This is an optimization exercise on Yosys and OpenROAD, whose aim is small area, not a production implementation. In this exercise RTL edits were held to simulation tests only and were not proved equivalent to the original.

==> module rotator_tail, before the edit <==
module rotator_tail (
    input  [12:0] x_i,
    input  [12:0] y_i,
    input  [3:0]  d,       
    input         nc,
    input         ns,
    output [4:0]  kc,
    output [4:0]  ks
);
wire xa1 = &x_i[11:2], xa0 = ~|x_i[11:2];
wire ya1 = &y_i[11:2], ya0 = ~|y_i[11:2];
function sgn;
    input       s, a1, a0;
    input [3:0] w;
begin
    sgn = s ^ (~w[3] & w[2] & a1) ^ (w[3] & a0);
end
endfunction
function [3:0] step;
    input [3:0] w;
    input       s, up;
begin
    step = s ? (up ? w + 4'd1 : w - 4'd1) : w;
end
endfunction
wire [3:0] wx0 = {2'b00, x_i[1:0]}, wy0 = {2'b00, y_i[1:0]};
wire [3:0] wx1 = step(wx0, y_i[12],  d[3]);
wire [3:0] wy1 = step(wy0, x_i[12], ~d[3]);
wire sx1 = sgn(x_i[12], xa1, xa0, wx1), sy1 = sgn(y_i[12], ya1, ya0, wy1);
wire [3:0] wx2 = step(wx1, sy1,  d[2]);
wire [3:0] wy2 = step(wy1, sx1, ~d[2]);
wire sx2 = sgn(x_i[12], xa1, xa0, wx2), sy2 = sgn(y_i[12], ya1, ya0, wy2);
wire [3:0] wx3 = step(wx2, sy2,  d[1]);
wire [3:0] wy3 = step(wy2, sx2, ~d[1]);
wire sx3 = sgn(x_i[12], xa1, xa0, wx3), sy3 = sgn(y_i[12], ya1, ya0, wy3);
wire [3:0] wx4 = step(wx3, sy3,  d[0]);
wire [3:0] wy4 = step(wy3, sx3, ~d[0]);
assign kc = nc ? 5'd4 - {wx4[3], wx4} : {wx4[3], wx4};
assign ks = ns ? 5'd4 - {wy4[3], wy4} : {wy4[3], wy4};
endmodule
==> module Sine_wave, before the edit <==
module Sine_wave
    #(
        parameter DATA_WIDTH    = 12,
        parameter ANGLE_WIDTH   = 16
    )(
    input                       clk,
    input                       reset,
    input                       ce,
    input  [DATA_WIDTH:0]       ampl,
    input  [ANGLE_WIDTH-1:0]    step,
    output [DATA_WIDTH:0]    sin_wave,
    output [DATA_WIDTH:0]    cos_wave
);
reg [15:0] angle;
reg [1:0]  state;
wire        up  = ~state[0];    
wire [16:0] sum = {1'b0, angle} + {~up, step ^ {16{~up}}} + {16'd0, ~up};
wire        up_ok = (step > 16'd51315) | (sum < 17'd51315);
wire        dn_ok = ~sum[16] & (|sum[15:0]);
wire        ok    = up ? up_ok : dn_ok;
always @(posedge clk) begin
    if (ce) begin
        if (reset) begin
            state <= 2'd0;
            angle <= 16'd0;
        end else if (ok) begin
            angle <= sum[15:0];
        end else begin
            state <= state + 2'd1;
        end
    end
end
cordic cordic (
    .clk        (clk),
    .rst        (reset),
    .x_i        (ampl),
    .quarter_in (state),
    .theta_i    (angle),
    .sin_o      (sin_wave),
    .cos_o      (cos_wave)
);
endmodule
Settings: LEC_CHECK=0, CAP_MARGIN=20, CORE_MARGIN=2, CORE_UTILIZATION=65, CTS_BUF_LIST=sky130_fd_sc_hd__clkbuf_8, CTS_CLUSTER_DIAMETER=50, CTS_CLUSTER_SIZE=20, SLEW_MARGIN=20, CTS_ARGS=-sink_clustering_enable -repair_clock_nets -dont_use_dummy_load -buf_list sky130_fd_sc_hd__clkbuf_8 -sink_clustering_size 20 -sink_clustering_max_diameter 50, BUFFER_PORTS_ARGS=-buffer_cell sky130_fd_sc_hd__buf_2, RECOVER_POWER=100; clock period 5.0 ns.
standard.sh (not shown) runs the stock make flow with config.mk's settings and CLKGATE_MAP_FILE= SYNTH_SCRIPT=/design/flow/synth_recipe.tcl, a recipe that flattens the netlist after the stock synthesis.
==> flow/flow/run.sh <==
#!/bin/bash
set -euo pipefail
{
  echo 'export CTS_ARGS = -sink_clustering_enable -repair_clock_nets -dont_use_dummy_load -buf_list sky130_fd_sc_hd__clkbuf_8 -sink_clustering_size 20 -sink_clustering_max_diameter 50'
  echo 'export BUFFER_PORTS_ARGS = -buffer_cell sky130_fd_sc_hd__buf_2'
  echo 'export RECOVER_POWER = 100'
} >> config.mk
bash standard.sh > standard_flow.log 2>&1
The first run went through all stages and came out clean.
Edit:
--- a/flow/design.v
+++ b/flow/design.v
@@ -66,6 +66,11 @@
     input [3:0] w;
     input       s, up;
+    reg   [3:0] p;
 begin
-    step = s ? (up ? w + 4'd1 : w - 4'd1) : w;
+    p[0] = s;
+    p[1] = p[0] & ~(w[0] ^ up);
+    p[2] = p[1] & ~(w[1] ^ up);
+    p[3] = p[2] & ~(w[2] ^ up);
+    step = w ^ p;
 end
 endfunction
@@ -294,5 +299,11 @@
 reg [1:0]  state;
 wire        up  = ~state[0];    
-wire [16:0] sum = {1'b0, angle} + {~up, step ^ {16{~up}}} + {16'd0, ~up};
+wire [15:0] op  = step ^ {16{~up}};
+wire [8:0]  lo, hi0, hi1;
+rotator_rca #(9) alo (.a({1'b0, angle[7:0]}),  .b({1'b0, op[7:0]}),  .ci(~up),  .s(lo));
+rotator_rca #(9) ah0 (.a({1'b0, angle[15:8]}), .b({1'b0, op[15:8]}), .ci(1'b0), .s(hi0));
+rotator_rca #(9) ah1 (.a({1'b0, angle[15:8]}), .b({1'b0, op[15:8]}), .ci(1'b1), .s(hi1));
+wire [8:0]  hi  = lo[8] ? hi1 : hi0;
+wire [16:0] sum = {hi[8] ^ ~up, hi[7:0], lo[7:0]};
 wire        up_ok = (step > 16'd51315) | (sum < 17'd51315);
 wire        dn_ok = ~sum[16] & (|sum[15:0]);
Outcome: Setup slack is worse by 0.0054 ns; wire length goes down by 3.1%; critical path depth fell by 1; design area is lower by 1.5%; clock skew rises by 0.0083 ns; clock-buffer cell count stays the same; core utilization is lower by 0.94 points.

## re-timing with driven ports
In the flow no input, the clock included, has a driving cell. The finished layouts below were timed again as built, in two steps. Step 1: set_driving_cell puts a clkbuf_16 on clk and a buf_2 on each other input, an assumption about the parent block. Step 2, shift: input delay + t, output delay - t, t = (earliest + latest rising clock arrival at the registers) / 2. This alone moves slack from input paths to output paths. Slacks: no drivers / after step 1 / after step 2; pairs: no drivers / after step 1.
| run | shift t [ns] | setup WS [ns] | worst setup path after step 2 | worst data-port slew with drivers (ns) |
|---|---|---|---|---|
| the first run | 0.659 | 0.101 / 0.101 / 0.098 | input to register | 0.03 |
| the second run | 0.656 | 0.096 / 0.096 / -0.349 | input to register | 0.03 |
Met with ideal ports but missed after step 2: setup timing in the second run. For the second run, which loses most, drivers alone change the setup slack by 0.000 ns; drivers and shift together by -0.445 ns.
